Background: an optimization exercise with open tools, aiming at small area, a short achievable clock period and few clock cycles. Do not read the settings as production practice.
In this exercise RTL edits were held to simulation tests only and were not proved equivalent to the original.
Power and IR drop assume default switching activity.

`flow/run.sh`:
```
#!/bin/bash
set -e
cfg="${FLOW_CONFIG:-config.mk}"
if grep -q '^export SETUP_SLACK_MARGIN' "$cfg"; then
  sed -i 's/^export SETUP_SLACK_MARGIN.*/export SETUP_SLACK_MARGIN = 5.4/' "$cfg"
else
  echo 'export SETUP_SLACK_MARGIN = 5.4' >> "$cfg"
fi
grep -n SETUP_SLACK_MARGIN "$cfg" > run_config.log
bash standard.sh > standard.log 2>&1
```
`standard.sh`:
```
#!/bin/bash
# synth_recipe.tcl (not shown) runs the flow's synth.tcl, then flattens the netlist and writes it again
# the make line also repeats each setting of config.mk as NAME=value (left out here)
make -C /OpenROAD-flow-scripts/flow DESIGN_CONFIG=/design/flow/config.mk WORK_HOME=/design/flow/orfs CLKGATE_MAP_FILE= SYNTH_SCRIPT=/design/flow/synth_recipe.tcl "${@:-finish}"
```
`config.mk`:
```
export PLATFORM = sky130hd
export DESIGN_NAME = CONV
export DESIGN_NICKNAME = CONV
export VERILOG_FILES = /design/flow/design.v
export SDC_FILE = /design/flow/constraint.sdc
export NUM_CORES = 4
export LEC_CHECK = 0
export CAP_MARGIN = 20
export CORE_MARGIN = 2
export CORE_UTILIZATION = 40
export CTS_BUF_LIST = sky130_fd_sc_hd__clkbuf_16
export CTS_CLUSTER_DIAMETER = 100
export CTS_CLUSTER_SIZE = 25
export SLEW_MARGIN = 20
export SETUP_SLACK_MARGIN = 5.4
```
`constraint.sdc`:
```
create_clock -name core_clock -period 9.0 [get_ports {clk}]
set_input_delay 1.8000 -clock core_clock [delete_from_list [all_inputs] [get_ports {clk}]]
set_output_delay 1.8000 -clock core_clock [all_outputs]
set_load 0.01 [all_outputs]
```
`design.v`:
```
`timescale 1ns/10ps
module CONV(
  input             clk,
  input             reset,
  output reg        busy,
  input             ready,
  output reg [11:0] iaddr,
  input      [19:0] idata,
  output reg        cwr,
  output reg [11:0] caddr_wr,
  output reg [19:0] cdata_wr,
  output            crd,
  output reg [11:0] caddr_rd,
  input      [19:0] cdata_rd,
  output reg [2:0]  csel
);
  assign crd = 1'b1;
  localparam S_IDLE = 2'd0, S_OPS = 2'd1, S_FLUSH = 2'd2, S_DONE = 2'd3;
  reg [1:0] st;
  reg [6:0] R;             
  reg [5:0] c;
  reg [1:0] ph;
  reg [6:0] n;             
  reg       op1, fl1;
  reg [6:0] R1; reg [5:0] c1; reg [1:0] ph1;
  reg       opm, flm;
  reg [6:0] Rm; reg [5:0] cm; reg [1:0] phm;
  reg       op2, fl2;
  reg [6:0] n2;            
  reg v1;   
  wire signed [19:0] Xin = v1 ? idata : 20'sd0;
  reg [19:0] m0, m1;       
  reg [19:0] b0, b1;       
  reg pcap0, pcap1, pev0, pev1, ccap0, ccap1, last;
  reg first2, col0, WRok;
  reg [1:0] slot2;
  reg [6:0] WR;            
  reg [5:0] WC;
  wire [6:0] WRm = (cm >= 6'd2) ? Rm : Rm - 7'd1;
  always @(posedge clk) begin
    first2 <= (phm == ((Rm == 7'd0) ? 2'd1 : 2'd0));
    col0   <= (cm == 6'd0);
    slot2  <= phm - ((Rm == 7'd0) ? 2'd1 : 2'd0);
    WR     <= WRm;
    WC     <= cm - 6'd2;   
    WRok   <= ~WRm[6] && (WRm <= 7'd63);
  end
  reg op3, fl3, WRok3;
  reg [1:0] slot3;
  reg [6:0] WR3, n3;
  reg [5:0] WC3;
  always @(posedge clk) begin
    slot3 <= slot2; WR3 <= WR; WC3 <= WC; WRok3 <= WRok; n3 <= n2;
  end
  wire WRodd = WR3[0];
  wire [6:0] rr1 = R1 + {5'd0, ph1} - 7'd1;
  wire [6:0] rr0 = R + {5'd0, ph} - 7'd1;
  reg signed [19:0] Xr;
  reg signed [19:0] F1r;
  wire signed [37:0] F1 = F1r;
  wire signed [21:0] G3x = Xr;
  wire [21:0] G3 = (G3x <<< 0) + (G3x <<< 1);  
  reg signed [21:0] F3r;
  wire signed [37:0] F3 = F3r;
  wire signed [22:0] G5x = Xr;
  wire [22:0] G5 = (G5x <<< 0) + (G5x <<< 2);  
  reg signed [22:0] F5r;
  wire signed [37:0] F5 = F5r;
  wire signed [23:0] G13x = Xr;
  wire [23:0] cs1a = (G13x <<< 0);
  wire [23:0] cs1b = (G13x <<< 2);
  wire [23:0] cs1c = (G13x <<< 3);
  wire [23:0] cs1s = cs1a ^ cs1b ^ cs1c;
  wire [23:0] cs1m = (cs1a & cs1b) | (cs1c & (cs1a ^ cs1b));
  wire [23:0] cs1k = {cs1m[22:0], 1'b0};
  wire [23:0] G13 = cs1s + cs1k;  
  reg signed [23:0] F13r;
  wire signed [37:0] F13 = F13r;
  wire signed [27:0] G169x = Xr;
  wire [27:0] cs2a = (G169x <<< 0);
  wire [27:0] cs2b = (G169x <<< 3);
  wire [27:0] cs2c = (G169x <<< 5);
  wire [27:0] cs2s = cs2a ^ cs2b ^ cs2c;
  wire [27:0] cs2m = (cs2a & cs2b) | (cs2c & (cs2a ^ cs2b));
  wire [27:0] cs2k = {cs2m[26:0], 1'b0};
  wire [27:0] cs3a = (G169x <<< 7);
  wire [27:0] cs3b = cs2s;
  wire [27:0] cs3c = cs2k;
  wire [27:0] cs3s = cs3a ^ cs3b ^ cs3c;
  wire [27:0] cs3m = (cs3a & cs3b) | (cs3c & (cs3a ^ cs3b));
  wire [27:0] cs3k = {cs3m[26:0], 1'b0};
  wire [27:0] G169 = cs3s + cs3k;  
  reg signed [27:0] F169r;
  wire signed [37:0] F169 = F169r;
  wire signed [30:0] G1169x = Xr;
  wire [30:0] cs4a = (G1169x <<< 0);
  wire [30:0] cs4b = (G1169x <<< 4);
  wire [30:0] cs4c = (G1169x <<< 7);
  wire [30:0] cs4s = cs4a ^ cs4b ^ cs4c;
  wire [30:0] cs4m = (cs4a & cs4b) | (cs4c & (cs4a ^ cs4b));
  wire [30:0] cs4k = {cs4m[29:0], 1'b0};
  wire [30:0] cs5a = (G1169x <<< 10);
  wire [30:0] cs5b = cs4s;
  wire [30:0] cs5c = cs4k;
  wire [30:0] cs5s = cs5a ^ cs5b ^ cs5c;
  wire [30:0] cs5m = (cs5a & cs5b) | (cs5c & (cs5a ^ cs5b));
  wire [30:0] cs5k = {cs5m[29:0], 1'b0};
  wire [30:0] G1169 = cs5s + cs5k;  
  reg signed [30:0] F1169r;
  wire signed [37:0] F1169 = F1169r;
  always @(posedge clk) begin
    Xr <= Xin;
    F1r <= Xr;
    F3r <= G3;
    F5r <= G5;
    F13r <= G13;
    F169r <= G169;
    F1169r <= G1169;
  end
  reg [2:0] SEL0, SEL1, SEL2;
  always @(posedge clk) begin
    SEL0 <= {phm == 2'd2, phm == 2'd1, phm == 2'd0};
    SEL1 <= (cm == 6'd0 && phm == 2'd2) ? 3'b000 : {phm == 2'd2, phm == 2'd1, phm == 2'd0};
    SEL2 <= (cm == 6'd0) ? 3'b000 : {phm == 2'd2, phm == 2'd1, phm == 2'd0};
  end
  wire [37:0] T00_0 = ({38{SEL0[0]}} & (F169 <<< 8)) | ({38{SEL0[1]}} & (F1 <<< 12)) | ({38{SEL0[2]}} & ~(F169 <<< 7));
  wire N00_0 = SEL0[2];
  wire [37:0] T00_1 = ({38{SEL0[0]}} & ~(F1 <<< 1)) | ({38{SEL0[1]}} & (F1 <<< 2)) | ({38{SEL0[2]}} & ~(F1 <<< 10));
  wire N00_1 = SEL0[0] | SEL0[2];
  wire [37:0] T00_2 = ({38{SEL0[0]}} & ~(F3 <<< 5)) | ({38{SEL0[2]}} & ~(F169 <<< 0));
  wire N00_2 = SEL0[0] | SEL0[2];
  wire [37:0] T01_0 = ({38{SEL1[0]}} & (F169 <<< 0)) | ({38{SEL1[1]}} & ~(F3 <<< 13)) | ({38{SEL1[2]}} & ~(F3 <<< 13));
  wire N01_0 = SEL1[1] | SEL1[2];
  wire [37:0] T01_1 = ({38{SEL1[0]}} & (F3 <<< 2)) | ({38{SEL1[1]}} & ~(F169 <<< 5)) | ({38{SEL1[2]}} & (F5 <<< 11));
  wire N01_1 = SEL1[1];
  wire [37:0] T01_2 = ({38{SEL1[0]}} & (F1169 <<< 5)) | ({38{SEL1[1]}} & (F1169 <<< 0)) | ({38{SEL1[2]}} & (F13 <<< 2));
  wire N01_2 = 1'b0;
  wire [37:0] T02_0 = ({38{SEL2[0]}} & (F13 <<< 11)) | ({38{SEL2[1]}} & (F1 <<< 6)) | ({38{SEL2[2]}} & ~(F1 <<< 4));
  wire N02_0 = SEL2[2];
  wire [37:0] T02_1 = ({38{SEL2[0]}} & ~(F5 <<< 0)) | ({38{SEL2[1]}} & ~(F1169 <<< 5)) | ({38{SEL2[2]}} & ~(F169 <<< 7));
  wire N02_1 = SEL2[0] | SEL2[1] | SEL2[2];
  wire [37:0] T02_2 = ({38{SEL2[0]}} & (F169 <<< 3)) | ({38{SEL2[1]}} & (F13 <<< 2)) | ({38{SEL2[2]}} & (F169 <<< 0));
  wire N02_2 = 1'b0;
  wire [37:0] T10_0 = ({38{SEL0[0]}} & ~(F3 <<< 0)) | ({38{SEL0[1]}} & ~(F3 <<< 0)) | ({38{SEL0[2]}} & ~(F1169 <<< 0));
  wire N10_0 = SEL0[0] | SEL0[1] | SEL0[2];
  wire [37:0] T10_1 = ({38{SEL0[0]}} & ~(F1169 <<< 3)) | ({38{SEL0[1]}} & (F5 <<< 12)) | ({38{SEL0[2]}} & (F1 <<< 14));
  wire N10_1 = SEL0[0];
  wire [37:0] T10_2 = ({38{SEL0[0]}} & ~(F1 <<< 5)) | ({38{SEL0[1]}} & (F1 <<< 8)) | ({38{SEL0[2]}} & (F13 <<< 3));
  wire N10_2 = SEL0[0];
  wire [37:0] T11_0 = ({38{SEL1[0]}} & ~(F5 <<< 0)) | ({38{SEL1[2]}} & ~(F3 <<< 8));
  wire N11_0 = SEL1[0] | SEL1[2];
  wire [37:0] T11_1 = ({38{SEL1[0]}} & ~(F169 <<< 0)) | ({38{SEL1[1]}} & (F169 <<< 5)) | ({38{SEL1[2]}} & (F169 <<< 0));
  wire N11_1 = SEL1[0];
  wire [37:0] T11_2 = ({38{SEL1[0]}} & (F169 <<< 6)) | ({38{SEL1[1]}} & (F13 <<< 9)) | ({38{SEL1[2]}} & ~(F169 <<< 6));
  wire N11_2 = SEL1[2];
  wire [37:0] T12_0 = ({38{SEL2[0]}} & ~(F13 <<< 10)) | ({38{SEL2[1]}} & (F5 <<< 0)) | ({38{SEL2[2]}} & (F13 <<< 10));
  wire N12_0 = SEL2[0];
  wire [37:0] T12_1 = ({38{SEL2[0]}} & ~(F5 <<< 7)) | ({38{SEL2[1]}} & (F1 <<< 13)) | ({38{SEL2[2]}} & (F169 <<< 6));
  wire N12_1 = SEL2[0];
  wire [37:0] T12_2 = ({38{SEL2[0]}} & (F5 <<< 2)) | ({38{SEL2[1]}} & (F5 <<< 3)) | ({38{SEL2[2]}} & (F5 <<< 3));
  wire N12_2 = 1'b0;
  wire signed [37:0] BIAS0 = 38'sh00_1310_0000;
  wire signed [37:0] BIAS1 = {{2{1'b1}}, 36'hF_7295_0000};
  reg [37:0] AS0, AK0, BS0, BK0, CS0, CK0, AS1, AK1, BS1, BK1, CS1, CK1;
  wire [37:0] cs6a = (first2 ? BIAS0 : CS0);
  wire [37:0] cs6b = (first2 ? 38'd0 : CK0);
  wire [37:0] cs6c = T00_0;
  wire [37:0] cs6s = cs6a ^ cs6b ^ cs6c;
  wire [37:0] cs6m = (cs6a & cs6b) | (cs6c & (cs6a ^ cs6b));
  wire [37:0] cs6k = {cs6m[36:0], N00_0};
  wire [37:0] cs7a = T00_1;
  wire [37:0] cs7b = T00_2;
  wire [37:0] cs7c = cs6s;
  wire [37:0] cs7s = cs7a ^ cs7b ^ cs7c;
  wire [37:0] cs7m = (cs7a & cs7b) | (cs7c & (cs7a ^ cs7b));
  wire [37:0] cs7k = {cs7m[36:0], N00_1};
  wire [37:0] cs8a = cs6k;
  wire [37:0] cs8b = cs7s;
  wire [37:0] cs8c = cs7k;
  wire [37:0] cs8s = cs8a ^ cs8b ^ cs8c;
  wire [37:0] cs8m = (cs8a & cs8b) | (cs8c & (cs8a ^ cs8b));
  wire [37:0] cs8k = {cs8m[36:0], N00_2};
  wire [37:0] NS00 = cs8s;
  wire [37:0] NK00 = cs8k;
  wire [37:0] cs9a = (first2 ? (col0 ? BIAS0 : CS0) : BS0);
  wire [37:0] cs9b = (first2 ? (col0 ? 38'd0 : CK0) : BK0);
  wire [37:0] cs9c = T01_0;
  wire [37:0] cs9s = cs9a ^ cs9b ^ cs9c;
  wire [37:0] cs9m = (cs9a & cs9b) | (cs9c & (cs9a ^ cs9b));
  wire [37:0] cs9k = {cs9m[36:0], N01_0};
  wire [37:0] cs10a = T01_1;
  wire [37:0] cs10b = T01_2;
  wire [37:0] cs10c = cs9s;
  wire [37:0] cs10s = cs10a ^ cs10b ^ cs10c;
  wire [37:0] cs10m = (cs10a & cs10b) | (cs10c & (cs10a ^ cs10b));
  wire [37:0] cs10k = {cs10m[36:0], N01_1};
  wire [37:0] cs11a = cs9k;
  wire [37:0] cs11b = cs10s;
  wire [37:0] cs11c = cs10k;
  wire [37:0] cs11s = cs11a ^ cs11b ^ cs11c;
  wire [37:0] cs11m = (cs11a & cs11b) | (cs11c & (cs11a ^ cs11b));
  wire [37:0] cs11k = {cs11m[36:0], N01_2};
  wire [37:0] NS01 = cs11s;
  wire [37:0] NK01 = cs11k;
  wire [37:0] cs12a = (first2 ? BS0 : AS0);
  wire [37:0] cs12b = (first2 ? BK0 : AK0);
  wire [37:0] cs12c = T02_0;
  wire [37:0] cs12s = cs12a ^ cs12b ^ cs12c;
  wire [37:0] cs12m = (cs12a & cs12b) | (cs12c & (cs12a ^ cs12b));
  wire [37:0] cs12k = {cs12m[36:0], N02_0};
  wire [37:0] cs13a = T02_1;
  wire [37:0] cs13b = T02_2;
  wire [37:0] cs13c = cs12s;
  wire [37:0] cs13s = cs13a ^ cs13b ^ cs13c;
  wire [37:0] cs13m = (cs13a & cs13b) | (cs13c & (cs13a ^ cs13b));
  wire [37:0] cs13k = {cs13m[36:0], N02_1};
  wire [37:0] cs14a = cs12k;
  wire [37:0] cs14b = cs13s;
  wire [37:0] cs14c = cs13k;
  wire [37:0] cs14s = cs14a ^ cs14b ^ cs14c;
  wire [37:0] cs14m = (cs14a & cs14b) | (cs14c & (cs14a ^ cs14b));
  wire [37:0] cs14k = {cs14m[36:0], N02_2};
  wire [37:0] NS02 = cs14s;
  wire [37:0] NK02 = cs14k;
  wire [37:0] cs15a = (first2 ? BIAS1 : CS1);
  wire [37:0] cs15b = (first2 ? 38'd0 : CK1);
  wire [37:0] cs15c = T10_0;
  wire [37:0] cs15s = cs15a ^ cs15b ^ cs15c;
  wire [37:0] cs15m = (cs15a & cs15b) | (cs15c & (cs15a ^ cs15b));
  wire [37:0] cs15k = {cs15m[36:0], N10_0};
  wire [37:0] cs16a = T10_1;
  wire [37:0] cs16b = T10_2;
  wire [37:0] cs16c = cs15s;
  wire [37:0] cs16s = cs16a ^ cs16b ^ cs16c;
  wire [37:0] cs16m = (cs16a & cs16b) | (cs16c & (cs16a ^ cs16b));
  wire [37:0] cs16k = {cs16m[36:0], N10_1};
  wire [37:0] cs17a = cs15k;
  wire [37:0] cs17b = cs16s;
  wire [37:0] cs17c = cs16k;
  wire [37:0] cs17s = cs17a ^ cs17b ^ cs17c;
  wire [37:0] cs17m = (cs17a & cs17b) | (cs17c & (cs17a ^ cs17b));
  wire [37:0] cs17k = {cs17m[36:0], N10_2};
  wire [37:0] NS10 = cs17s;
  wire [37:0] NK10 = cs17k;
  wire [37:0] cs18a = (first2 ? (col0 ? BIAS1 : CS1) : BS1);
  wire [37:0] cs18b = (first2 ? (col0 ? 38'd0 : CK1) : BK1);
  wire [37:0] cs18c = T11_0;
  wire [37:0] cs18s = cs18a ^ cs18b ^ cs18c;
  wire [37:0] cs18m = (cs18a & cs18b) | (cs18c & (cs18a ^ cs18b));
  wire [37:0] cs18k = {cs18m[36:0], N11_0};
  wire [37:0] cs19a = T11_1;
  wire [37:0] cs19b = T11_2;
  wire [37:0] cs19c = cs18s;
  wire [37:0] cs19s = cs19a ^ cs19b ^ cs19c;
  wire [37:0] cs19m = (cs19a & cs19b) | (cs19c & (cs19a ^ cs19b));
  wire [37:0] cs19k = {cs19m[36:0], N11_1};
  wire [37:0] cs20a = cs18k;
  wire [37:0] cs20b = cs19s;
  wire [37:0] cs20c = cs19k;
  wire [37:0] cs20s = cs20a ^ cs20b ^ cs20c;
  wire [37:0] cs20m = (cs20a & cs20b) | (cs20c & (cs20a ^ cs20b));
  wire [37:0] cs20k = {cs20m[36:0], N11_2};
  wire [37:0] NS11 = cs20s;
  wire [37:0] NK11 = cs20k;
  wire [37:0] cs21a = (first2 ? BS1 : AS1);
  wire [37:0] cs21b = (first2 ? BK1 : AK1);
  wire [37:0] cs21c = T12_0;
  wire [37:0] cs21s = cs21a ^ cs21b ^ cs21c;
  wire [37:0] cs21m = (cs21a & cs21b) | (cs21c & (cs21a ^ cs21b));
  wire [37:0] cs21k = {cs21m[36:0], N12_0};
  wire [37:0] cs22a = T12_1;
  wire [37:0] cs22b = T12_2;
  wire [37:0] cs22c = cs21s;
  wire [37:0] cs22s = cs22a ^ cs22b ^ cs22c;
  wire [37:0] cs22m = (cs22a & cs22b) | (cs22c & (cs22a ^ cs22b));
  wire [37:0] cs22k = {cs22m[36:0], N12_1};
  wire [37:0] cs23a = cs21k;
  wire [37:0] cs23b = cs22s;
  wire [37:0] cs23c = cs22k;
  wire [37:0] cs23s = cs23a ^ cs23b ^ cs23c;
  wire [37:0] cs23m = (cs23a & cs23b) | (cs23c & (cs23a ^ cs23b));
  wire [37:0] cs23k = {cs23m[36:0], N12_2};
  wire [37:0] NS12 = cs23s;
  wire [37:0] NK12 = cs23k;
  always @(posedge clk) begin
    AS0 <= NS02;
    AK0 <= NK02;
    BS0 <= NS01;
    BK0 <= NK01;
    CS0 <= NS00;
    CK0 <= NK00;
    AS1 <= NS12;
    AK1 <= NK12;
    BS1 <= NS11;
    BK1 <= NK11;
    CS1 <= NS10;
    CK1 <= NK10;
  end
  reg [20:0] E0, E1;              
  wire [37:0] bk24a = AS0;
  wire [37:0] bk24b = AK0;
  wire [37:0] bk24p = bk24a ^ bk24b;
  wire [37:0] bk24g0 = bk24a & bk24b;
  wire bk24G0 = bk24g0[0] | (bk24p[0] & 1'b0);
  wire bk24G_1 = bk24g0[1] | (bk24p[1] & bk24G0);
  wire bk24P_1 = bk24p[1] & bk24p[0];
  wire bk24G_2 = bk24g0[3] | (bk24p[3] & bk24g0[2]);
  wire bk24P_2 = bk24p[3] & bk24p[2];
  wire bk24G_3 = bk24g0[5] | (bk24p[5] & bk24g0[4]);
  wire bk24P_3 = bk24p[5] & bk24p[4];
  wire bk24G_4 = bk24g0[7] | (bk24p[7] & bk24g0[6]);
  wire bk24P_4 = bk24p[7] & bk24p[6];
  wire bk24G_5 = bk24g0[9] | (bk24p[9] & bk24g0[8]);
  wire bk24P_5 = bk24p[9] & bk24p[8];
  wire bk24G_6 = bk24g0[11] | (bk24p[11] & bk24g0[10]);
  wire bk24P_6 = bk24p[11] & bk24p[10];
  wire bk24G_7 = bk24g0[13] | (bk24p[13] & bk24g0[12]);
  wire bk24P_7 = bk24p[13] & bk24p[12];
  wire bk24G_8 = bk24g0[15] | (bk24p[15] & bk24g0[14]);
  wire bk24P_8 = bk24p[15] & bk24p[14];
  wire bk24G_9 = bk24g0[17] | (bk24p[17] & bk24g0[16]);
  wire bk24P_9 = bk24p[17] & bk24p[16];
  wire bk24G_10 = bk24g0[19] | (bk24p[19] & bk24g0[18]);
  wire bk24P_10 = bk24p[19] & bk24p[18];
  wire bk24G_11 = bk24g0[21] | (bk24p[21] & bk24g0[20]);
  wire bk24P_11 = bk24p[21] & bk24p[20];
  wire bk24G_12 = bk24g0[23] | (bk24p[23] & bk24g0[22]);
  wire bk24P_12 = bk24p[23] & bk24p[22];
  wire bk24G_13 = bk24g0[25] | (bk24p[25] & bk24g0[24]);
  wire bk24P_13 = bk24p[25] & bk24p[24];
  wire bk24G_14 = bk24g0[27] | (bk24p[27] & bk24g0[26]);
  wire bk24P_14 = bk24p[27] & bk24p[26];
  wire bk24G_15 = bk24g0[29] | (bk24p[29] & bk24g0[28]);
  wire bk24P_15 = bk24p[29] & bk24p[28];
  wire bk24G_16 = bk24g0[31] | (bk24p[31] & bk24g0[30]);
  wire bk24P_16 = bk24p[31] & bk24p[30];
  wire bk24G_17 = bk24g0[33] | (bk24p[33] & bk24g0[32]);
  wire bk24P_17 = bk24p[33] & bk24p[32];
  wire bk24G_18 = bk24g0[35] | (bk24p[35] & bk24g0[34]);
  wire bk24P_18 = bk24p[35] & bk24p[34];
  wire bk24G_19 = bk24g0[37] | (bk24p[37] & bk24g0[36]);
  wire bk24P_19 = bk24p[37] & bk24p[36];
  wire bk24G_20 = bk24G_2 | (bk24P_2 & bk24G_1);
  wire bk24P_20 = bk24P_2 & bk24P_1;
  wire bk24G_21 = bk24G_4 | (bk24P_4 & bk24G_3);
  wire bk24P_21 = bk24P_4 & bk24P_3;
  wire bk24G_22 = bk24G_6 | (bk24P_6 & bk24G_5);
  wire bk24P_22 = bk24P_6 & bk24P_5;
  wire bk24G_23 = bk24G_8 | (bk24P_8 & bk24G_7);
  wire bk24P_23 = bk24P_8 & bk24P_7;
  wire bk24G_24 = bk24G_10 | (bk24P_10 & bk24G_9);
  wire bk24P_24 = bk24P_10 & bk24P_9;
  wire bk24G_25 = bk24G_12 | (bk24P_12 & bk24G_11);
  wire bk24P_25 = bk24P_12 & bk24P_11;
  wire bk24G_26 = bk24G_14 | (bk24P_14 & bk24G_13);
  wire bk24P_26 = bk24P_14 & bk24P_13;
  wire bk24G_27 = bk24G_16 | (bk24P_16 & bk24G_15);
  wire bk24P_27 = bk24P_16 & bk24P_15;
  wire bk24G_28 = bk24G_18 | (bk24P_18 & bk24G_17);
  wire bk24P_28 = bk24P_18 & bk24P_17;
  wire bk24G_29 = bk24G_21 | (bk24P_21 & bk24G_20);
  wire bk24P_29 = bk24P_21 & bk24P_20;
  wire bk24G_30 = bk24G_23 | (bk24P_23 & bk24G_22);
  wire bk24P_30 = bk24P_23 & bk24P_22;
  wire bk24G_31 = bk24G_25 | (bk24P_25 & bk24G_24);
  wire bk24P_31 = bk24P_25 & bk24P_24;
  wire bk24G_32 = bk24G_27 | (bk24P_27 & bk24G_26);
  wire bk24P_32 = bk24P_27 & bk24P_26;
  wire bk24G_33 = bk24G_30 | (bk24P_30 & bk24G_29);
  wire bk24P_33 = bk24P_30 & bk24P_29;
  wire bk24G_34 = bk24G_32 | (bk24P_32 & bk24G_31);
  wire bk24P_34 = bk24P_32 & bk24P_31;
  wire bk24G_35 = bk24G_34 | (bk24P_34 & bk24G_33);
  wire bk24P_35 = bk24P_34 & bk24P_33;
  wire bk24G_36 = bk24G_31 | (bk24P_31 & bk24G_33);
  wire bk24P_36 = bk24P_31 & bk24P_33;
  wire bk24G_37 = bk24G_22 | (bk24P_22 & bk24G_29);
  wire bk24P_37 = bk24P_22 & bk24P_29;
  wire bk24G_38 = bk24G_24 | (bk24P_24 & bk24G_33);
  wire bk24P_38 = bk24P_24 & bk24P_33;
  wire bk24G_39 = bk24G_26 | (bk24P_26 & bk24G_36);
  wire bk24P_39 = bk24P_26 & bk24P_36;
  wire bk24G_40 = bk24G_28 | (bk24P_28 & bk24G_35);
  wire bk24P_40 = bk24P_28 & bk24P_35;
  wire bk24G_41 = bk24G_3 | (bk24P_3 & bk24G_20);
  wire bk24P_41 = bk24P_3 & bk24P_20;
  wire bk24G_42 = bk24G_5 | (bk24P_5 & bk24G_29);
  wire bk24P_42 = bk24P_5 & bk24P_29;
  wire bk24G_43 = bk24G_7 | (bk24P_7 & bk24G_37);
  wire bk24P_43 = bk24P_7 & bk24P_37;
  wire bk24G_44 = bk24G_9 | (bk24P_9 & bk24G_33);
  wire bk24P_44 = bk24P_9 & bk24P_33;
  wire bk24G_45 = bk24G_11 | (bk24P_11 & bk24G_38);
  wire bk24P_45 = bk24P_11 & bk24P_38;
  wire bk24G_46 = bk24G_13 | (bk24P_13 & bk24G_36);
  wire bk24P_46 = bk24P_13 & bk24P_36;
  wire bk24G_47 = bk24G_15 | (bk24P_15 & bk24G_39);
  wire bk24P_47 = bk24P_15 & bk24P_39;
  wire bk24G_48 = bk24G_17 | (bk24P_17 & bk24G_35);
  wire bk24P_48 = bk24P_17 & bk24P_35;
  wire bk24G_49 = bk24G_19 | (bk24P_19 & bk24G_40);
  wire bk24P_49 = bk24P_19 & bk24P_40;
  wire bk24G_50 = bk24g0[2] | (bk24p[2] & bk24G_1);
  wire bk24P_50 = bk24p[2] & bk24P_1;
  wire bk24G_51 = bk24g0[4] | (bk24p[4] & bk24G_20);
  wire bk24P_51 = bk24p[4] & bk24P_20;
  wire bk24G_52 = bk24g0[6] | (bk24p[6] & bk24G_41);
  wire bk24P_52 = bk24p[6] & bk24P_41;
  wire bk24G_53 = bk24g0[8] | (bk24p[8] & bk24G_29);
  wire bk24P_53 = bk24p[8] & bk24P_29;
  wire bk24G_54 = bk24g0[10] | (bk24p[10] & bk24G_42);
  wire bk24P_54 = bk24p[10] & bk24P_42;
  wire bk24G_55 = bk24g0[12] | (bk24p[12] & bk24G_37);
  wire bk24P_55 = bk24p[12] & bk24P_37;
  wire bk24G_56 = bk24g0[14] | (bk24p[14] & bk24G_43);
  wire bk24P_56 = bk24p[14] & bk24P_43;
  wire bk24G_57 = bk24g0[16] | (bk24p[16] & bk24G_33);
  wire bk24P_57 = bk24p[16] & bk24P_33;
  wire bk24G_58 = bk24g0[18] | (bk24p[18] & bk24G_44);
  wire bk24P_58 = bk24p[18] & bk24P_44;
  wire bk24G_59 = bk24g0[20] | (bk24p[20] & bk24G_38);
  wire bk24P_59 = bk24p[20] & bk24P_38;
  wire bk24G_60 = bk24g0[22] | (bk24p[22] & bk24G_45);
  wire bk24P_60 = bk24p[22] & bk24P_45;
  wire bk24G_61 = bk24g0[24] | (bk24p[24] & bk24G_36);
  wire bk24P_61 = bk24p[24] & bk24P_36;
  wire bk24G_62 = bk24g0[26] | (bk24p[26] & bk24G_46);
  wire bk24P_62 = bk24p[26] & bk24P_46;
  wire bk24G_63 = bk24g0[28] | (bk24p[28] & bk24G_39);
  wire bk24P_63 = bk24p[28] & bk24P_39;
  wire bk24G_64 = bk24g0[30] | (bk24p[30] & bk24G_47);
  wire bk24P_64 = bk24p[30] & bk24P_47;
  wire bk24G_65 = bk24g0[32] | (bk24p[32] & bk24G_35);
  wire bk24P_65 = bk24p[32] & bk24P_35;
  wire bk24G_66 = bk24g0[34] | (bk24p[34] & bk24G_48);
  wire bk24P_66 = bk24p[34] & bk24P_48;
  wire bk24G_67 = bk24g0[36] | (bk24p[36] & bk24G_40);
  wire bk24P_67 = bk24p[36] & bk24P_40;
  wire [37:0] bk24c = {bk24G_67, bk24G_40, bk24G_66, bk24G_48, bk24G_65, bk24G_35, bk24G_64, bk24G_47, bk24G_63, bk24G_39, bk24G_62, bk24G_46, bk24G_61, bk24G_36, bk24G_60, bk24G_45, bk24G_59, bk24G_38, bk24G_58, bk24G_44, bk24G_57, bk24G_33, bk24G_56, bk24G_43, bk24G_55, bk24G_37, bk24G_54, bk24G_42, bk24G_53, bk24G_29, bk24G_52, bk24G_41, bk24G_51, bk24G_20, bk24G_50, bk24G_1, bk24G0, 1'b0};
  wire [37:0] bk24s = bk24p ^ bk24c;
  wire [37:0] bk25a = AS1;
  wire [37:0] bk25b = AK1;
  wire [37:0] bk25p = bk25a ^ bk25b;
  wire [37:0] bk25g0 = bk25a & bk25b;
  wire bk25G0 = bk25g0[0] | (bk25p[0] & 1'b0);
  wire bk25G_1 = bk25g0[1] | (bk25p[1] & bk25G0);
  wire bk25P_1 = bk25p[1] & bk25p[0];
  wire bk25G_2 = bk25g0[3] | (bk25p[3] & bk25g0[2]);
  wire bk25P_2 = bk25p[3] & bk25p[2];
  wire bk25G_3 = bk25g0[5] | (bk25p[5] & bk25g0[4]);
  wire bk25P_3 = bk25p[5] & bk25p[4];
  wire bk25G_4 = bk25g0[7] | (bk25p[7] & bk25g0[6]);
  wire bk25P_4 = bk25p[7] & bk25p[6];
  wire bk25G_5 = bk25g0[9] | (bk25p[9] & bk25g0[8]);
  wire bk25P_5 = bk25p[9] & bk25p[8];
  wire bk25G_6 = bk25g0[11] | (bk25p[11] & bk25g0[10]);
  wire bk25P_6 = bk25p[11] & bk25p[10];
  wire bk25G_7 = bk25g0[13] | (bk25p[13] & bk25g0[12]);
  wire bk25P_7 = bk25p[13] & bk25p[12];
  wire bk25G_8 = bk25g0[15] | (bk25p[15] & bk25g0[14]);
  wire bk25P_8 = bk25p[15] & bk25p[14];
  wire bk25G_9 = bk25g0[17] | (bk25p[17] & bk25g0[16]);
  wire bk25P_9 = bk25p[17] & bk25p[16];
  wire bk25G_10 = bk25g0[19] | (bk25p[19] & bk25g0[18]);
  wire bk25P_10 = bk25p[19] & bk25p[18];
  wire bk25G_11 = bk25g0[21] | (bk25p[21] & bk25g0[20]);
  wire bk25P_11 = bk25p[21] & bk25p[20];
  wire bk25G_12 = bk25g0[23] | (bk25p[23] & bk25g0[22]);
  wire bk25P_12 = bk25p[23] & bk25p[22];
  wire bk25G_13 = bk25g0[25] | (bk25p[25] & bk25g0[24]);
  wire bk25P_13 = bk25p[25] & bk25p[24];
  wire bk25G_14 = bk25g0[27] | (bk25p[27] & bk25g0[26]);
  wire bk25P_14 = bk25p[27] & bk25p[26];
  wire bk25G_15 = bk25g0[29] | (bk25p[29] & bk25g0[28]);
  wire bk25P_15 = bk25p[29] & bk25p[28];
  wire bk25G_16 = bk25g0[31] | (bk25p[31] & bk25g0[30]);
  wire bk25P_16 = bk25p[31] & bk25p[30];
  wire bk25G_17 = bk25g0[33] | (bk25p[33] & bk25g0[32]);
  wire bk25P_17 = bk25p[33] & bk25p[32];
  wire bk25G_18 = bk25g0[35] | (bk25p[35] & bk25g0[34]);
  wire bk25P_18 = bk25p[35] & bk25p[34];
  wire bk25G_19 = bk25g0[37] | (bk25p[37] & bk25g0[36]);
  wire bk25P_19 = bk25p[37] & bk25p[36];
  wire bk25G_20 = bk25G_2 | (bk25P_2 & bk25G_1);
  wire bk25P_20 = bk25P_2 & bk25P_1;
  wire bk25G_21 = bk25G_4 | (bk25P_4 & bk25G_3);
  wire bk25P_21 = bk25P_4 & bk25P_3;
  wire bk25G_22 = bk25G_6 | (bk25P_6 & bk25G_5);
  wire bk25P_22 = bk25P_6 & bk25P_5;
  wire bk25G_23 = bk25G_8 | (bk25P_8 & bk25G_7);
  wire bk25P_23 = bk25P_8 & bk25P_7;
  wire bk25G_24 = bk25G_10 | (bk25P_10 & bk25G_9);
  wire bk25P_24 = bk25P_10 & bk25P_9;
  wire bk25G_25 = bk25G_12 | (bk25P_12 & bk25G_11);
  wire bk25P_25 = bk25P_12 & bk25P_11;
  wire bk25G_26 = bk25G_14 | (bk25P_14 & bk25G_13);
  wire bk25P_26 = bk25P_14 & bk25P_13;
  wire bk25G_27 = bk25G_16 | (bk25P_16 & bk25G_15);
  wire bk25P_27 = bk25P_16 & bk25P_15;
  wire bk25G_28 = bk25G_18 | (bk25P_18 & bk25G_17);
  wire bk25P_28 = bk25P_18 & bk25P_17;
  wire bk25G_29 = bk25G_21 | (bk25P_21 & bk25G_20);
  wire bk25P_29 = bk25P_21 & bk25P_20;
  wire bk25G_30 = bk25G_23 | (bk25P_23 & bk25G_22);
  wire bk25P_30 = bk25P_23 & bk25P_22;
  wire bk25G_31 = bk25G_25 | (bk25P_25 & bk25G_24);
  wire bk25P_31 = bk25P_25 & bk25P_24;
  wire bk25G_32 = bk25G_27 | (bk25P_27 & bk25G_26);
  wire bk25P_32 = bk25P_27 & bk25P_26;
  wire bk25G_33 = bk25G_30 | (bk25P_30 & bk25G_29);
  wire bk25P_33 = bk25P_30 & bk25P_29;
  wire bk25G_34 = bk25G_32 | (bk25P_32 & bk25G_31);
  wire bk25P_34 = bk25P_32 & bk25P_31;
  wire bk25G_35 = bk25G_34 | (bk25P_34 & bk25G_33);
  wire bk25P_35 = bk25P_34 & bk25P_33;
  wire bk25G_36 = bk25G_31 | (bk25P_31 & bk25G_33);
  wire bk25P_36 = bk25P_31 & bk25P_33;
  wire bk25G_37 = bk25G_22 | (bk25P_22 & bk25G_29);
  wire bk25P_37 = bk25P_22 & bk25P_29;
  wire bk25G_38 = bk25G_24 | (bk25P_24 & bk25G_33);
  wire bk25P_38 = bk25P_24 & bk25P_33;
  wire bk25G_39 = bk25G_26 | (bk25P_26 & bk25G_36);
  wire bk25P_39 = bk25P_26 & bk25P_36;
  wire bk25G_40 = bk25G_28 | (bk25P_28 & bk25G_35);
  wire bk25P_40 = bk25P_28 & bk25P_35;
  wire bk25G_41 = bk25G_3 | (bk25P_3 & bk25G_20);
  wire bk25P_41 = bk25P_3 & bk25P_20;
  wire bk25G_42 = bk25G_5 | (bk25P_5 & bk25G_29);
  wire bk25P_42 = bk25P_5 & bk25P_29;
  wire bk25G_43 = bk25G_7 | (bk25P_7 & bk25G_37);
  wire bk25P_43 = bk25P_7 & bk25P_37;
  wire bk25G_44 = bk25G_9 | (bk25P_9 & bk25G_33);
  wire bk25P_44 = bk25P_9 & bk25P_33;
  wire bk25G_45 = bk25G_11 | (bk25P_11 & bk25G_38);
  wire bk25P_45 = bk25P_11 & bk25P_38;
  wire bk25G_46 = bk25G_13 | (bk25P_13 & bk25G_36);
  wire bk25P_46 = bk25P_13 & bk25P_36;
  wire bk25G_47 = bk25G_15 | (bk25P_15 & bk25G_39);
  wire bk25P_47 = bk25P_15 & bk25P_39;
  wire bk25G_48 = bk25G_17 | (bk25P_17 & bk25G_35);
  wire bk25P_48 = bk25P_17 & bk25P_35;
  wire bk25G_49 = bk25G_19 | (bk25P_19 & bk25G_40);
  wire bk25P_49 = bk25P_19 & bk25P_40;
  wire bk25G_50 = bk25g0[2] | (bk25p[2] & bk25G_1);
  wire bk25P_50 = bk25p[2] & bk25P_1;
  wire bk25G_51 = bk25g0[4] | (bk25p[4] & bk25G_20);
  wire bk25P_51 = bk25p[4] & bk25P_20;
  wire bk25G_52 = bk25g0[6] | (bk25p[6] & bk25G_41);
  wire bk25P_52 = bk25p[6] & bk25P_41;
  wire bk25G_53 = bk25g0[8] | (bk25p[8] & bk25G_29);
  wire bk25P_53 = bk25p[8] & bk25P_29;
  wire bk25G_54 = bk25g0[10] | (bk25p[10] & bk25G_42);
  wire bk25P_54 = bk25p[10] & bk25P_42;
  wire bk25G_55 = bk25g0[12] | (bk25p[12] & bk25G_37);
  wire bk25P_55 = bk25p[12] & bk25P_37;
  wire bk25G_56 = bk25g0[14] | (bk25p[14] & bk25G_43);
  wire bk25P_56 = bk25p[14] & bk25P_43;
  wire bk25G_57 = bk25g0[16] | (bk25p[16] & bk25G_33);
  wire bk25P_57 = bk25p[16] & bk25P_33;
  wire bk25G_58 = bk25g0[18] | (bk25p[18] & bk25G_44);
  wire bk25P_58 = bk25p[18] & bk25P_44;
  wire bk25G_59 = bk25g0[20] | (bk25p[20] & bk25G_38);
  wire bk25P_59 = bk25p[20] & bk25P_38;
  wire bk25G_60 = bk25g0[22] | (bk25p[22] & bk25G_45);
  wire bk25P_60 = bk25p[22] & bk25P_45;
  wire bk25G_61 = bk25g0[24] | (bk25p[24] & bk25G_36);
  wire bk25P_61 = bk25p[24] & bk25P_36;
  wire bk25G_62 = bk25g0[26] | (bk25p[26] & bk25G_46);
  wire bk25P_62 = bk25p[26] & bk25P_46;
  wire bk25G_63 = bk25g0[28] | (bk25p[28] & bk25G_39);
  wire bk25P_63 = bk25p[28] & bk25P_39;
  wire bk25G_64 = bk25g0[30] | (bk25p[30] & bk25G_47);
  wire bk25P_64 = bk25p[30] & bk25P_47;
  wire bk25G_65 = bk25g0[32] | (bk25p[32] & bk25G_35);
  wire bk25P_65 = bk25p[32] & bk25P_35;
  wire bk25G_66 = bk25g0[34] | (bk25p[34] & bk25G_48);
  wire bk25P_66 = bk25p[34] & bk25P_48;
  wire bk25G_67 = bk25g0[36] | (bk25p[36] & bk25G_40);
  wire bk25P_67 = bk25p[36] & bk25P_40;
  wire [37:0] bk25c = {bk25G_67, bk25G_40, bk25G_66, bk25G_48, bk25G_65, bk25G_35, bk25G_64, bk25G_47, bk25G_63, bk25G_39, bk25G_62, bk25G_46, bk25G_61, bk25G_36, bk25G_60, bk25G_45, bk25G_59, bk25G_38, bk25G_58, bk25G_44, bk25G_57, bk25G_33, bk25G_56, bk25G_43, bk25G_55, bk25G_37, bk25G_54, bk25G_42, bk25G_53, bk25G_29, bk25G_52, bk25G_41, bk25G_51, bk25G_20, bk25G_50, bk25G_1, bk25G0, 1'b0};
  wire [37:0] bk25s = bk25p ^ bk25c;
  always @(posedge clk) begin
    E0 <= {bk24s[37], bk24s[34:15]};
    if (op2 && slot2 == 2'd0) E1 <= {bk25s[37], bk25s[34:15]};
  end
  wire [20:0] EE = (slot3 == 2'd1) ? E1 : E0;
  wire [37:0] EA = {EE[20], 2'b00, EE[19:0], 15'd0};
  function [19:0] rnd;
    input [37:0] a;
    reg [19:0] t;
    begin
      t = {a[37], a[34:16]};
      if (a[15]) t = a[37] ? t - 20'd1 : t + 20'd1;
      rnd = t[19] ? 20'd0 : t;
    end
  endfunction
  wire [19:0] RV = rnd(EA);
  reg        fc_c, ch_c, chr_c, fk_c;
  reg [4:0]  fj_c, fp_c;
  wire WRodd2 = WR[0];
  always @* begin
    fc_c = 1'b0; ch_c = 1'b0; chr_c = 1'b0; fk_c = 1'b0; fj_c = 5'd0;
    fp_c = (WRodd2 && WC != 6'd0) ? WR[5:1] : WR[5:1] - 5'd1;
    if (fl2) fp_c = 5'd31;
    if (op2 && slot2 == 2'd2) begin
      if (WRok && WRodd2 && WC != 6'd0) begin
        fc_c = 1'b1; fk_c = ~WC[0]; fj_c = WC[0] ? WC[5:1] : WC[5:1] - 5'd1;
      end else if (WRok && !WRodd2 && WR >= 7'd2 && WC == 6'd0) begin
        fc_c = 1'b1; fk_c = 1'b1; fj_c = 5'd31;
      end else if (WRok && !WRodd2 && WR >= 7'd2) begin
        ch_c = 1'b1; fk_c = ~WC[0]; fj_c = WC[0] ? WC[5:1] : WC[5:1] - 5'd1;
        chr_c = (fj_c != 5'd31);
      end else if (WRok && WRodd2 && WR >= 7'd3 && WC == 6'd0) begin
        ch_c = 1'b1; fk_c = 1'b1; fj_c = 5'd31;
      end
    end else if (fl2) begin
      if (n2 == 7'd0) begin
        fc_c = 1'b1; fk_c = 1'b1; fj_c = 5'd31;
      end else begin
        ch_c = 1'b1; fk_c = ~n2[0]; fj_c = n2[0] ? n2[5:1] : n2[5:1] - 5'd1;
        chr_c = (fj_c != 5'd31);
      end
    end
  end
  reg        fc_do, ch_do, ch_rd, fk, w0, w1, s0, s1;
  reg [4:0]  fj, fp, fj1;
  always @(posedge clk) begin
    fc_do <= fc_c; ch_do <= ch_c; ch_rd <= chr_c; fk <= fk_c;
    fj <= fj_c; fp <= fp_c; fj1 <= fj_c + 5'd1;
    s0 <= op2 && slot2 == 2'd0; s1 <= op2 && slot2 == 2'd1;
    w0 <= op2 && WRok && slot2 == 2'd0; w1 <= op2 && WRok && slot2 == 2'd1;
  end
  wire [19:0] mx = max3(pcap0 ? pev0 : pev1, pcap0 ? m0 : m1, cdata_rd, cdata_wr);
  always @(posedge clk or posedge reset) begin
    if (reset) begin
      st <= S_IDLE; busy <= 1'b0; cwr <= 1'b0;
      R <= 7'd0; c <= 6'd0; ph <= 2'd0; n <= 7'd0;
      op1 <= 1'b0; fl1 <= 1'b0; opm <= 1'b0; flm <= 1'b0; op2 <= 1'b0; fl2 <= 1'b0; op3 <= 1'b0; fl3 <= 1'b0;
      pcap0 <= 1'b0; pcap1 <= 1'b0; ccap0 <= 1'b0; ccap1 <= 1'b0; last <= 1'b0;
    end else begin
      case (st)
        S_IDLE: if (ready) begin
          st <= S_OPS; busy <= 1'b1; R <= 7'd0; c <= 6'd0; ph <= 2'd1;
        end
        S_OPS: begin
          if (ph == 2'd2) begin
            ph <= (R == 7'd0 && c != 6'd63) ? 2'd1 : 2'd0;   
            if ((R == 7'd64) ? (c == 6'd1) : (c == 6'd63)) begin
              c <= 6'd0; R <= R + 7'd1;
              if (R == 7'd64) begin st <= S_FLUSH; n <= 7'd0; end
            end else c <= c + 6'd1;
          end else ph <= ph + 2'd1;
        end
        S_FLUSH: begin
          if (n == 7'd64) st <= S_DONE;
          n <= n + 7'd1;
        end
        default: ;
      endcase
      op1 <= (st == S_OPS); fl1 <= (st == S_FLUSH);
      opm <= op1; flm <= fl1; op2 <= opm; fl2 <= flm; op3 <= op2; fl3 <= fl2;
      cwr <= 1'b0;
      pcap0 <= 1'b0; pcap1 <= 1'b0; ccap0 <= 1'b0; ccap1 <= 1'b0;
      if (w0) begin
        cwr <= 1'b1; pcap0 <= WRodd;
      end
      if (w1) begin
        cwr <= 1'b1; pcap1 <= WRodd;
      end
      if (fc_do || ch_do) cwr <= 1'b1;
      if (ch_do && ch_rd) begin ccap0 <= ~fk; ccap1 <= fk; end
      last <= fl3 && (n3 == 7'd64);
      if (last) busy <= 1'b0;
    end
  end
  always @(posedge clk) begin
    {R1, c1, ph1} <= {R, c, ph};
    {Rm, cm, phm} <= {R1, c1, ph1};
    n2 <= fl2 ? n2 + 7'd1 : 7'd0;
    iaddr <= {rr0[5:0], c};
    v1 <= (st == S_OPS) && !rr0[6] && rr0 <= 7'd63;
    caddr_rd <= (s0 | s1) ? {WR3[5:0] - 6'd1, WC3} : (fj1[0] ? {fp, fj1, fk} : {2'd0, fp, fj1});
    if (s0 | s1) begin
      cdata_wr <= RV; csel <= s0 ? 3'd1 : 3'd2; caddr_wr <= {WR3[5:0], WC3};
    end else if (fc_do) begin
      cdata_wr <= fk ? m1 : m0;
      csel <= fj[0] ? 3'd5 : (fk ? 3'd4 : 3'd3);
      caddr_wr <= fj[0] ? {fp, fj, fk} : {2'd0, fp, fj};
    end else begin
      cdata_wr <= fk ? b1 : b0;
      csel <= fj[0] ? (fk ? 3'd4 : 3'd3) : 3'd5;
      caddr_wr <= fj[0] ? {2'd0, fp, fj} : {fp, fj, fk};
    end
    if (s0) pev0 <= ~WC3[0];
    if (s1) pev1 <= ~WC3[0];
    if (fc_do && fj == 5'd0) begin
      if (fk) b1 <= m1; else b0 <= m0;
    end
    if (ccap0) b0 <= cdata_rd;
    if (ccap1) b1 <= cdata_rd;
    if (pcap0) m0 <= mx;
    if (pcap1) m1 <= mx;
  end
  function [19:0] max3;
    input fresh;
    input [19:0] m, r, v;
    reg rv, rm, vm;
    begin
      rv = r > v; rm = fresh || r > m; vm = fresh || v > m;
      max3 = (rv && rm) ? r : (!rv && vm) ? v : m;
    end
  endfunction
  function [19:0] max2;
    input [19:0] a, b;
    max2 = (a > b) ? a : b;
  endfunction
endmodule
```
==> notes.md, run 1 <==
* RSZ-0062 raised after global routing: true
* HP Class: reg2reg
* WL per Instance at 24.4 um
* Cells after Synth at 6021
* Final setup vio count at 0
* Finished Layout Cells at 8168
* Ports at 105
* Post-DR vias/cell at 5.61
* Number of global-route vias before repair at 47600
* Vias at 45800
* CTS buffer count at 50
* Status: finished clean
* Leading cell types in the layout, fill and taps excluded: inv_1 (861), fa_1 (756), dfxtp_1 (744), nand2_1 (402), o21ai_0 (320)
* Count of buffer and inverter cells on the critical path at 2
* Mapped Nets at 7138
* Post-synthesis sequential area ratio at 32.0%
* # Max-Cap Violations at 0
* Core outline area at 154000 um2
* Max-slew violation count at 0
* Multi-input logic area at 38700 um2
* Critical path origin: cdata_rd[5]
* Worst hold margin at 0.333 ns
* Max-slew headroom at 29.1%
* Antenna violations before repair at 4
* Clk slew on worst S/H paths at 0.10 ns
* Synth area leader: dfxtp_1
* Initial core utilization at 40.2%
* Lkg Pwr at 30.0 nW
* Arrival time at the worst endpoint at 4.21 ns
* Top cell type's share of synthesized area at 25.5%
* Die area at 158000 um2
* Number of synthesized flops with an enable pin at 103
* TritonCTS clock tree: built
* RD Place Congestion at 0.942
* Layout cells sized above 1 at 10.7%
* Async SR Flop Fraction at 4.09%
* Fmax at 267 MHz
* Slowest cell on the critical path: o41ai_2
* Total track usage at 25.0%
* Power density over cell area at 102 nW/um2
* Final wirelength at 199000 um
* Placed insts at 7950
* First-pass GRT wire length at 300000 um
* Top delay family on crit path: compound AO/OA/AOI/OAI gates
* FP Rows at 144
* Clk_skew at 0.0575 ns
* # fillers at 14500
* Worst r2r src: Xr[0]
* # DRC at 0
* Worst Tran Pin Value at 1.06 ns
* Hold Vio Cnt, Final at 0
* CP Cell Sequence: buf_6, ha_4, a21o_1, a21o_1, a21oi_2, nor2_1, o41ai_2, a22oi_2, a221oi_4, buf_6, mux2i_1, mux2_4
* Gr ovfl total at 0
* Pre-antenna DRT Iters at 10
* Die width at 397 um
* Max stage delay on crit path at 0.37 ns
* Hold buffer count at cts at 0
* Synth Warn # at 1
* H-tree Lvls at 2
* Worst Setup Path Type: in2reg
* Hold_sp: ph1[0]
* Avg Cell Area, Syn at 10.3 um2
* CTS root buf: clkbuf_16
* Main area contributors after synthesis: dfxtp_1 (25%), fa_1 (25%), ha_1 (6.4%)
* Post-DP HPWL at 142000 um
* Final ANT Viol Nets at 0
* Critical Path RT at 9.46 ns
* Final setup TNS at 0 ns
* Min Tclk post-route at 3.75 ns
* Setup crit start kind: input port
* Crit path capture type: flip-flop
* Cell Area, Synth at 61900 um2
* Synthesis-to-layout area growth at 11.7%
* Initial DRC count at 4857
* Synth cell types at 94
* Largest net degree at the start of global routing at 105
* Sequential cell area at 19900 um2
* Worst-skew pair later-pin latency at 0.74 ns
* Fin nets at 7200
* Port Buf Inserts at 103
* CTS max path bufs at 3
* #FFs+latches synth at 929
* Die height at 397 um
* Commonest non-fill, non-tap cell in the layout: inv_1
* Ys flop type: dfxtp_1
* Fin crit share at 41.7%
* # clock sinks at 929
* VDD IR-drop max at 0.141 mV
* Critical path fanouts, max at 6
[area by class of cell]
cell class / instances / share of cell area (%)
multi-input cells: 3931 / 56.0
flip-flops and latches: 929 / 28.8
inverters: 879 / 4.88
repair buffers: 292 / 4.16
well taps: 2044 / 3.70
clock buffers: 50 / 1.81
clock inverters: 38 / 0.601
diodes: 5 / 0.0181
[worst reg2reg max path, delay by kind of cell, from the launching register on]
| kind | cells | cell delay, ns |
|---|---|---|
| buf+inv | 6 | 0.69 |
| fa+ha+maj | 4 | 1.27 |
| compound gates | 7 | 1.13 |
| xor+xnor | 1 | 0.14 |
| flops | 1 | 0.38 |
[Yosys cell counts (5+ instances only)]
cell type,count
and2_1,48
mux2_2,96
a22o_1,16
dfxtp_1,788
buf_1,56
and3_1,19
and4_1,7
a31oi_1,15
or3_1,13
a22oi_1,50
a21oi_1,257
nand2_1,404
nand4_1,37
o22ai_1,51
o21a_1,34
buf_6,5
inv_1,877
nor2_1,262
nor4_1,13
a222oi_1,51
nand2b_1,130
or2_2,30
a221o_1,7
o211ai_1,40
edfxtp_1,103
a221oi_1,66
o21bai_1,27
o21ai_1,39
ha_1,316
nor2b_1,76
mux4_2,20
o221ai_1,35
dfrtp_1,38
a21o_1,86
nand3_1,51
xnor2_1,139
a211oi_1,34
o21ai_0,327
xor2_1,56
fa_1,758
o31ai_1,12
mux2i_1,193
nor3_1,23
o22a_1,13
clkbuf_1,217
[stage by stage]
stage	power, W	utilization, %	area (um2)	setup WS [ns]
3_3_place_gp	0.00443	42.3	65100	3.57
3_5_place_dp	0.00443	42.3	65100	3.56
5_1_grt	0.00731	44.9	69100	5.17
4_1_cts	0.00714	44.4	68300	5.22
2_1_floorplan	0.00438	-	62100	5.04
6_report	0.00709	44.9	69100	5.25
[cells by family after synthesis]
| kind of cell | Yosys count | share of synthesized area (%) |
|---|---|---|
| muxes | 311 | 5.65 |
| xor gates and xnor gates | 195 | 2.76 |
| AOI/OAI and AO/OA | 1219 | 12.9 |
| adders and majority gates | 1074 | 30.9 |
| DFF | 929 | 32.0 |
| and+or+nand+nor | 1129 | 8.66 |
| buffers and inverters | 1163 | 7.14 |
| other | 1 | 0.00606 |
[repair_timing]
item / in CTS / in global routing
resized for setup: 206 / 114
endpoints found under the setup margin: 518 / 145
pin swaps: 50 / 49
cloned: 10 / 2
buffers inserted: 81 / 32
[path summary, 6_finish.rpt]
kind / end / slack, ns / cells after the start
max in group asynchronous: ccap0 / 6.80 / 2
min in group asynchronous: fl3 / 1.59 / 2
worst max-delay path: m1[3] / 5.25 / 12
worst max register to register: F169r[23] / 5.30 / 18
worst min register to register: phm[0] / 0.33 / 0
worst min-delay path: phm[0] / 0.33 / 0
[where the power goes]
group | switching [W] | total (W) | internal, W
clock | 0.00162 | 0.00273 | 0.00111
sequential | 0.00000961 | 0.00420 | 0.00419
combinational | 0.0000748 | 0.000161 | 0.0000866
total | 0.00170 | 0.00709 | 0.00538
[layer usage]
layer / share of wire, % / global-route usage [%] / vias up
met2: 43 / 37.9 / 2379
met4: 4.6 / 10.0 / 4
met1: 41 / 33.8 / 22700
met3: 11 / 7.00 / 546
met5: 0.016 / 0 / -
li1: - / - / 20200
Testbench counts, summed over its fixed seeds: cycles 73,806.
==> inputs of run 2 (changes only) <==
--- a/config.mk
+++ b/config.mk
@@ -13,2 +13,3 @@
 export CTS_CLUSTER_SIZE = 25
+export PLACE_DENSITY = 0.75
 export SLEW_MARGIN = 20
==> notes.md, run 2 <==
* Number of cells on the critical path at 15 (+3)
* Most used cell, CP: fa_1
* Mapped Nets at 7138 (unchanged)
* Die width at 397 um (unchanged)
* Vias at 46500 (+1.5%)
* Setup crit start kind: flip-flop
* WL per Instance at 23.8 um (-2.5%)
* # Max-Cap Violations at 0 (unchanged)
* Number of synthesized flops with an enable pin at 103 (unchanged)
* Ys flop type: dfxtp_1
* Antenna violations before repair at 11 (+7)
* Layout cells sized above 1 at 10.7% (+0.081 points)
* Worst hold margin at 0.334 ns (+0.000801 ns)
* R2r setup slk at 5.12 ns (-0.18 ns)
* Ports at 105 (unchanged)
* # clock sinks at 929 (unchanged)
* Final ANT Viol Nets at 0 (unchanged)
* Post-DR vias/cell at 5.69 (+1.4%)
* Core outline area at 154000 um2 (unchanged)
* Synthesis-to-layout area growth at 11.6% (about the same)
* Critical Path RT at 9.61 ns (+0.15 ns)
* Clk slew on worst S/H paths at 0.10 ns (about the same)
* Post-synthesis sequential area ratio at 32.0% (unchanged)
* # DRC at 0 (unchanged)
* Lkg Pwr at 30.0 nW (about the same)
* Worst r2r src: Xr[5]
* Min Tclk post-route at 3.88 ns (+0.133 ns)
* Commonest cells post-synth: inv_1 (877), dfxtp_1 (788), fa_1 (758), nand2_1 (404), o21ai_0 (327)
* Final wirelength at 194000 um (-2.4%)
* #FFs+latches synth at 929 (unchanged)
* Most frequent cell after synthesis: inv_1
* Arrival time at the worst endpoint at 4.49 ns (+0.28 ns)
* Cells after Synth at 6021 (unchanged)
* Power density over cell area at 101 nW/um2 (-1.6%)
* Cell Area, Synth at 61900 um2 (unchanged)
* Max-slew headroom at 28.8% (-0.27 points)
* Port Buf Inserts at 103 (unchanged)
* Final setup TNS at 0 ns (unchanged)
* CP Cell Sequence: clkinvlp_4, buf_12, fa_1, fa_1, inv_2, ha_4, o21ai_1, a21oi_2, o41ai_4, a2111oi_4, nor2_1, a211o_1, o21bai_1, a21oi_1, xnor2_1
* Reg-to-Reg End: F169r[26]
* Post-DP HPWL at 137000 um (-3.3%)
* Pre-antenna DRT Iters at 11 (+1)
* VDD IR-drop max at 0.153 mV (+8.2%)
* Fmax at 258 MHz (-3.4%)
* Count of buffer and inverter cells on the critical path at 3 (+1)
* Initial DRC count at 5672 (+17%)
* Area after DPL at 65100 um2 (about the same)
* Top delay family on crit path: compound AO/OA/AOI/OAI gates
* Worst-skew pair later-pin latency at 0.72 ns (-0.02 ns)
* RD Place Congestion at 0.999 (+6.0%)
* CTS buffer count at 47 (-6.0%)
* Fin crit share at 43.1% (+1.5 points)
* First-pass GRT wire length at 291000 um (-2.8%)
* FP Rows at 144 (unchanged)
* Slowest cell on the critical path: fa_1
* CTS max path bufs at 3 (unchanged)
* Fin nets at 7216 (+0.22%)
* Critical path fanouts, max at 4 (-2)
* Avg Cell Area, Syn at 10.3 um2 (unchanged)
* CTS root buf: clkbuf_16
* TritonCTS clock tree: built
* Leading cell types in the layout, fill and taps excluded: inv_1 (861), fa_1 (756), dfxtp_1 (749), nand2_1 (403), o21ai_0 (318)
* Die area at 158000 um2 (unchanged)
* Largest net degree at the start of global routing at 112 (+6.7%)
* Worst Setup Path Type: reg2reg
* Async SR Flop Fraction at 4.09% (unchanged)
* Hold Vio Cnt, Final at 0 (unchanged)
* Hold buffer count at cts at 0 (unchanged)
* Number of global-route vias before repair at 47700 (+0.38%)
* Setup crit end: F169r[26]
* Main area contributors after synthesis: dfxtp_1 (25%), fa_1 (25%), ha_1 (6.4%)
* Synth cell types at 94 (unchanged)
* Commonest non-fill, non-tap cell in the layout: inv_1
* Total track usage at 24.1% (-0.95 points)
* Die height at 397 um (unchanged)
* RSZ-0062 raised after global routing: true
* Gr ovfl total at 0 (unchanged)
* Crit path capture type: flip-flop
* Max-slew violation count at 0 (unchanged)
* HP Class: reg2reg
* Synth Warn # at 1 (unchanged)
* Status: finished clean
* Cell depth of the worst flop-to-flop path at 15 (-3)
* Post-route cell area at 69100 um2 (about the same)
* Initial core utilization at 40.2% (unchanged)
* H-tree Lvls at 2 (unchanged)
* Top cell type's share of synthesized area at 25.5% (unchanged)
* Clk_skew at 0.0459 ns (-0.0116 ns)
* Synth area leader: dfxtp_1
* Worst Tran Pin Value at 1.06 ns (-0.00405 ns)
* Final setup vio count at 0 (unchanged)
* Max stage delay on crit path at 0.58 ns (+0.21 ns)
* Critical path origin: Xr[5]
[run 2: cell count changes in the layout (fill, tap and decap cells not counted), moves of 4 or more]
cell,delta
buf_12,+7
dfxtp_1,+5
buf_4,+19
dfxtp_2,-4
o21ai_1,+4
[run 2: per-layer routing]
layer	up-vias	part of all wire, %	track usage (%)
met4	16	4.8	9.60
met2	2791	44	36.9
met1	22900	39	30.9
met3	636	13	8.70
li1	20200	-	-
met5	-	0.057	0
[run 2: area by class of cell]
type,count,area (um2)
fill,14100,84700
multi-input combinational,3933,38800
sequential,929,19900
inverter,879,3370
timing repair buffer,309,2980
tap,2044,2560
clock buffer,47,1180
clock inverter,32,333
antenna,4,10.0
[run 2: where the power goes]
group          total, W  switching [W]  internal [W]
clock network   0.00261        0.00155       0.00106
registers       0.00419     0.00000923       0.00419
logic          0.000170      0.0000778     0.0000920
[run 2: worst min path at each step]
stage	slack, ns	endpoint	startpoint	cells past startpoint
6_report	0.33	Rm[4]	R1[4]	0
3_5_place_dp	0.31	Rm[5]	R1[5]	0
4_1_cts	0.34	Rm[5]	R1[5]	0
5_1_grt	0.34	Rm[5]	R1[5]	0
2_1_floorplan	0.31	Rm[0]	R1[0]	0
3_3_place_gp	0.31	Rm[0]	R1[0]	0
[run 2: metrics by stage]
step | setup slack [ns] | total power (W) | cells | util [%]
after floorplan | 5.04 | 0.00438 | 6021 | -
after global placement | 3.61 | 0.00443 | 7954 | 42.3
final | 5.12 | 0.00697 | 8177 | 44.9
after global routing | 5.06 | 0.00716 | 8173 | 44.9
after CTS | 5.27 | 0.00699 | 8124 | 44.3
after detailed placement | 3.64 | 0.00443 | 7954 | 42.3
[run 2: cells by family after synthesis]
| family | share of synthesized area (%) |
|---|---|
| AO/OA/AOI/OAI | 12.9 |
| XOR/XNOR | 2.76 |
| adder cells (fa/ha/maj) | 30.9 |
| buffers and inverters | 7.14 |
| flip-flops | 32.0 |
| multiplexers | 5.65 |
| other | 0.00606 |
| AND/OR/NAND/NOR | 8.66 |
[run 2: timing repair]
action                                  CTS  global route
endpoints found under the setup margin  481           173
pin swaps                                42            47
setup buffers                            85            44
cloned                                    6             5
resized for setup                       214           120
[run 2: worst register-to-register path, delay by kind of cell (launching register included)]
family	cells	cell delay, ns
XOR/XNOR	1	0.13
adder cells (fa/ha/maj)	3	1.35
AO/OA/AOI/OAI	7	1.44
flip-flops	1	0.39
AND/OR/NAND/NOR	1	0.10
buffers and inverters	3	0.38
==> inputs of run 3 (changes only) <==
--- a/config.mk
+++ b/config.mk
@@ -9,3 +9,3 @@
 export CORE_MARGIN = 2
-export CORE_UTILIZATION = 40
+export CORE_UTILIZATION = 55
 export CTS_BUF_LIST = sky130_fd_sc_hd__clkbuf_16
@@ -13,3 +13,2 @@
 export CTS_CLUSTER_SIZE = 25
-export PLACE_DENSITY = 0.75
 export SLEW_MARGIN = 20
==> notes.md, run 3 <==
* First-pass GRT wire length at 297000 um (+1.7%)
* Gr ovfl total at 0 (unchanged)
* Commonest cells post-synth: inv_1 (877), dfxtp_1 (788), fa_1 (758), nand2_1 (404), o21ai_0 (327)
* Synth Warn # at 1 (unchanged)
* Hold Vio Cnt, Final at 0 (unchanged)
* Largest net degree at the start of global routing at 88 (-21%)
* Power density over cell area at 102 nW/um2 (+1.3%)
* Final setup TNS at 0 ns (unchanged)
* Ys flop type: dfxtp_1
* Final wirelength at 200000 um (+2.7%)
* Worst Tran Pin Value at 1.14 ns (+0.0847 ns)
* FP Rows at 123 (-15%)
* # Max-Cap Violations at 0 (unchanged)
* Status: finished clean
* Total track usage at 34.3% (+10 points)
* Fmax at 264 MHz (+2.7%)
* Clk_skew at 0.0353 ns (-0.0106 ns)
* VDD IR-drop max at 0.127 mV (-17%)
* Lkg Pwr at 30.0 nW (-0.13%)
* Main area contributors after synthesis: dfxtp_1 (25%), fa_1 (25%), ha_1 (6.4%)
* Critical path fanouts, max at 4 (unchanged)
* Leading cell types in the layout, fill and taps excluded: inv_1 (862), dfxtp_1 (759), fa_1 (751), nand2_1 (401), o21ai_0 (316)
* Worst Setup Path Type: reg2reg
* Synthesis-to-layout area growth at 10.4%
* Post-DP HPWL at 144000 um (+4.7%)
* Worst-skew pair later-pin latency at 0.71 ns (about the same)
* Port Buf Inserts at 103 (unchanged)
* Vias at 45400 (-2.5%)
* Setup crit start kind: flip-flop
* Cells after Synth at 6021 (unchanged)
* Die area at 115000 um2 (-27%)
* Critical Path RT at 9.59 ns (-0.02 ns)
* Avg Cell Area, Syn at 10.3 um2 (unchanged)
* Final ANT Viol Nets at 0 (unchanged)
* Commonest non-fill, non-tap cell in the layout: inv_1
* Post-DR vias/cell at 5.95 (+4.5%)
* Ports at 105 (unchanged)
* Die width at 340 um (-15%)
* Core outline area at 112000 um2 (-27%)
* Cell Area, Synth at 61900 um2 (unchanged)
* TritonCTS clock tree: built
* RD Place Congestion at 0.951 (-4.7%)
* Initial DRC count at 4979 (-12%)
* Clk slew on worst S/H paths at 0.10 ns (about the same)
* Hold buffer count at cts at 0 (unchanged)
* RSZ-0062 raised after global routing: true
* Layout cells sized above 1 at 10.5% (-0.27 points)
* H-tree Lvls at 2 (unchanged)
* Async SR Flop Fraction at 4.09% (unchanged)
* #FFs+latches synth at 929 (unchanged)
* # fillers at 9531 (-33%)
* Max-slew violation count at 0 (unchanged)
* HP Class: reg2reg
* Arrival time at the worst endpoint at 4.37 ns (-0.12 ns)
* Antenna violations before repair at 7 (-4)
* Pre-antenna DRT Iters at 9 (-2)
* Worst hold margin at 0.339 ns (+0.00466 ns)
* Synth area leader: dfxtp_1
* Crit path capture type: flip-flop
* Number of global-route vias before repair at 46600 (-2.4%)
* Fin nets at 7206 (-0.14%)
* Fin crit share at 42.0% (-1.1 points)
* # clock sinks at 929 (unchanged)
* Mapped Nets at 7138 (unchanged)
* Post-synthesis sequential area ratio at 32.0% (unchanged)
* CTS buffer count at 47 (unchanged)
* Die height at 340 um (-15%)
* # DRC at 0 (unchanged)
* Max-slew headroom at 23.7% (-5.1 points)
* Most frequent cell after synthesis: inv_1
* Top cell type's share of synthesized area at 25.5% (unchanged)
* Final setup vio count at 0 (unchanged)
* CTS root buf: clkbuf_16
* Synth cell types at 94 (unchanged)
* Min Tclk post-route at 3.78 ns (-0.101 ns)
* Number of synthesized flops with an enable pin at 103 (unchanged)
* CTS max path bufs at 3 (unchanged)
* WL per Instance at 26.2 um (+10%)
* Initial core utilization at 55.3% (+15 points)
[run 3: cell counts after synthesis]
Identical to the previous run, type by type.
[run 3: per-stage QoR]
stage / total power (W) / setup WS [ns] / instances / area (um2) / utilization [%]
floorplan: 0.00438 / 5.04 / 6021 / 62100 / -
global placement: 0.00443 / 3.60 / 7406 / 64400 / 57.5
detailed placement: 0.00443 / 3.57 / 7406 / 64400 / 57.5
CTS: 0.00701 / 5.26 / 7577 / 67500 / 60.2
global route: 0.00717 / 5.13 / 7624 / 68300 / 61.0
finish: 0.00698 / 5.22 / 7627 / 68300 / 61.0
[run 3: worst paths after layout]
kind	startpoint	to	slack (ns)	cells after the start
setup / recovery	Xr[5]	F169r[27]	5.22	17
hold / removal	R1[5]	Rm[5]	0.34	0
setup reg to reg	Xr[5]	F169r[27]	5.22	17
hold reg to reg	R1[5]	Rm[5]	0.34	0
max in group asynchronous	reset	pcap0	6.88	2
min in group asynchronous	reset	op2	1.55	2
[run 3: area by class of cell]
| type | instances | area, um2 | area share (%) |
|---|---|---|---|
| clock buffers | 49 | 1230 | 1.79 |
| repair buffers | 301 | 2910 | 4.26 |
| inverters | 879 | 3370 | 4.94 |
| diodes | 3 | 7.51 | 0.0110 |
| clock inverters | 35 | 284 | 0.416 |
| flip-flops and latches | 929 | 19900 | 29.1 |
| well taps | 1500 | 1880 | 2.75 |
| multi-input cells | 3931 | 38700 | 56.7 |
[run 3: critical path, cell delays in order, from the launching register on]
cell        delay (ns)
dfxtp_4           0.37
clkinvlp_4        0.14
buf_6             0.15
fa_1              0.55
inv_2             0.05
ha_4              0.21
ha_4              0.17
fa_2              0.33
a21o_1            0.19
a21oi_2           0.21
o21bai_2          0.11
a211oi_2          0.23
buf_4             0.17
o221ai_4          0.10
a21o_1            0.22
and4_4            0.21
a2111oi_4         0.18
o21bai_1          0.10
[run 3: kinds of logic after synthesis]
group,after synthesis,synth area share [%]
buf+inv,1163,7.14
other cells,1,0.00606
mux,311,5.65
xor+xnor,195,2.76
flops,929,32.0
simple gates,1129,8.66
compound gates,1219,12.9
fa+ha+maj,1074,30.9
[run 3: per-layer routing]
metal / vias up / routed length (um) / GRT usage (%)
met5: - / 39 / 0
met4: 4 / 9540 / 13.0
met3: 525 / 21300 / 9.12
met2: 2230 / 86800 / 52.1
met1: 22500 / 81900 / 47.1
li1: 20100 / - / -
[run 3: power by group]
| part | switching, W | internal, W | total, W | leakage [nW] |
|---|---|---|---|---|
| sequential | 0.00000799 | 0.00419 | 0.00419 | 7.78 |
| combinational | 0.0000797 | 0.0000922 | 0.000172 | 21.4 |
| clock | 0.00154 | 0.00108 | 0.00262 | 0.798 |
[run 3: timing repair]
action                                  CTS  global route
buffers inserted                         81            42
cloned                                    6             5
endpoints found under the setup margin  298           104
pin swaps                                56            52
resized for setup                       228            97

Re-timed with assumed drivers on the ports (clkbuf_16 on the clock, buf_2 on other inputs), run 3 has 5.219 ns of setup slack against 5.219 ns with ideal ports, and 4.559 ns once port delays also move by the mid clock arrival of 0.774 ns.
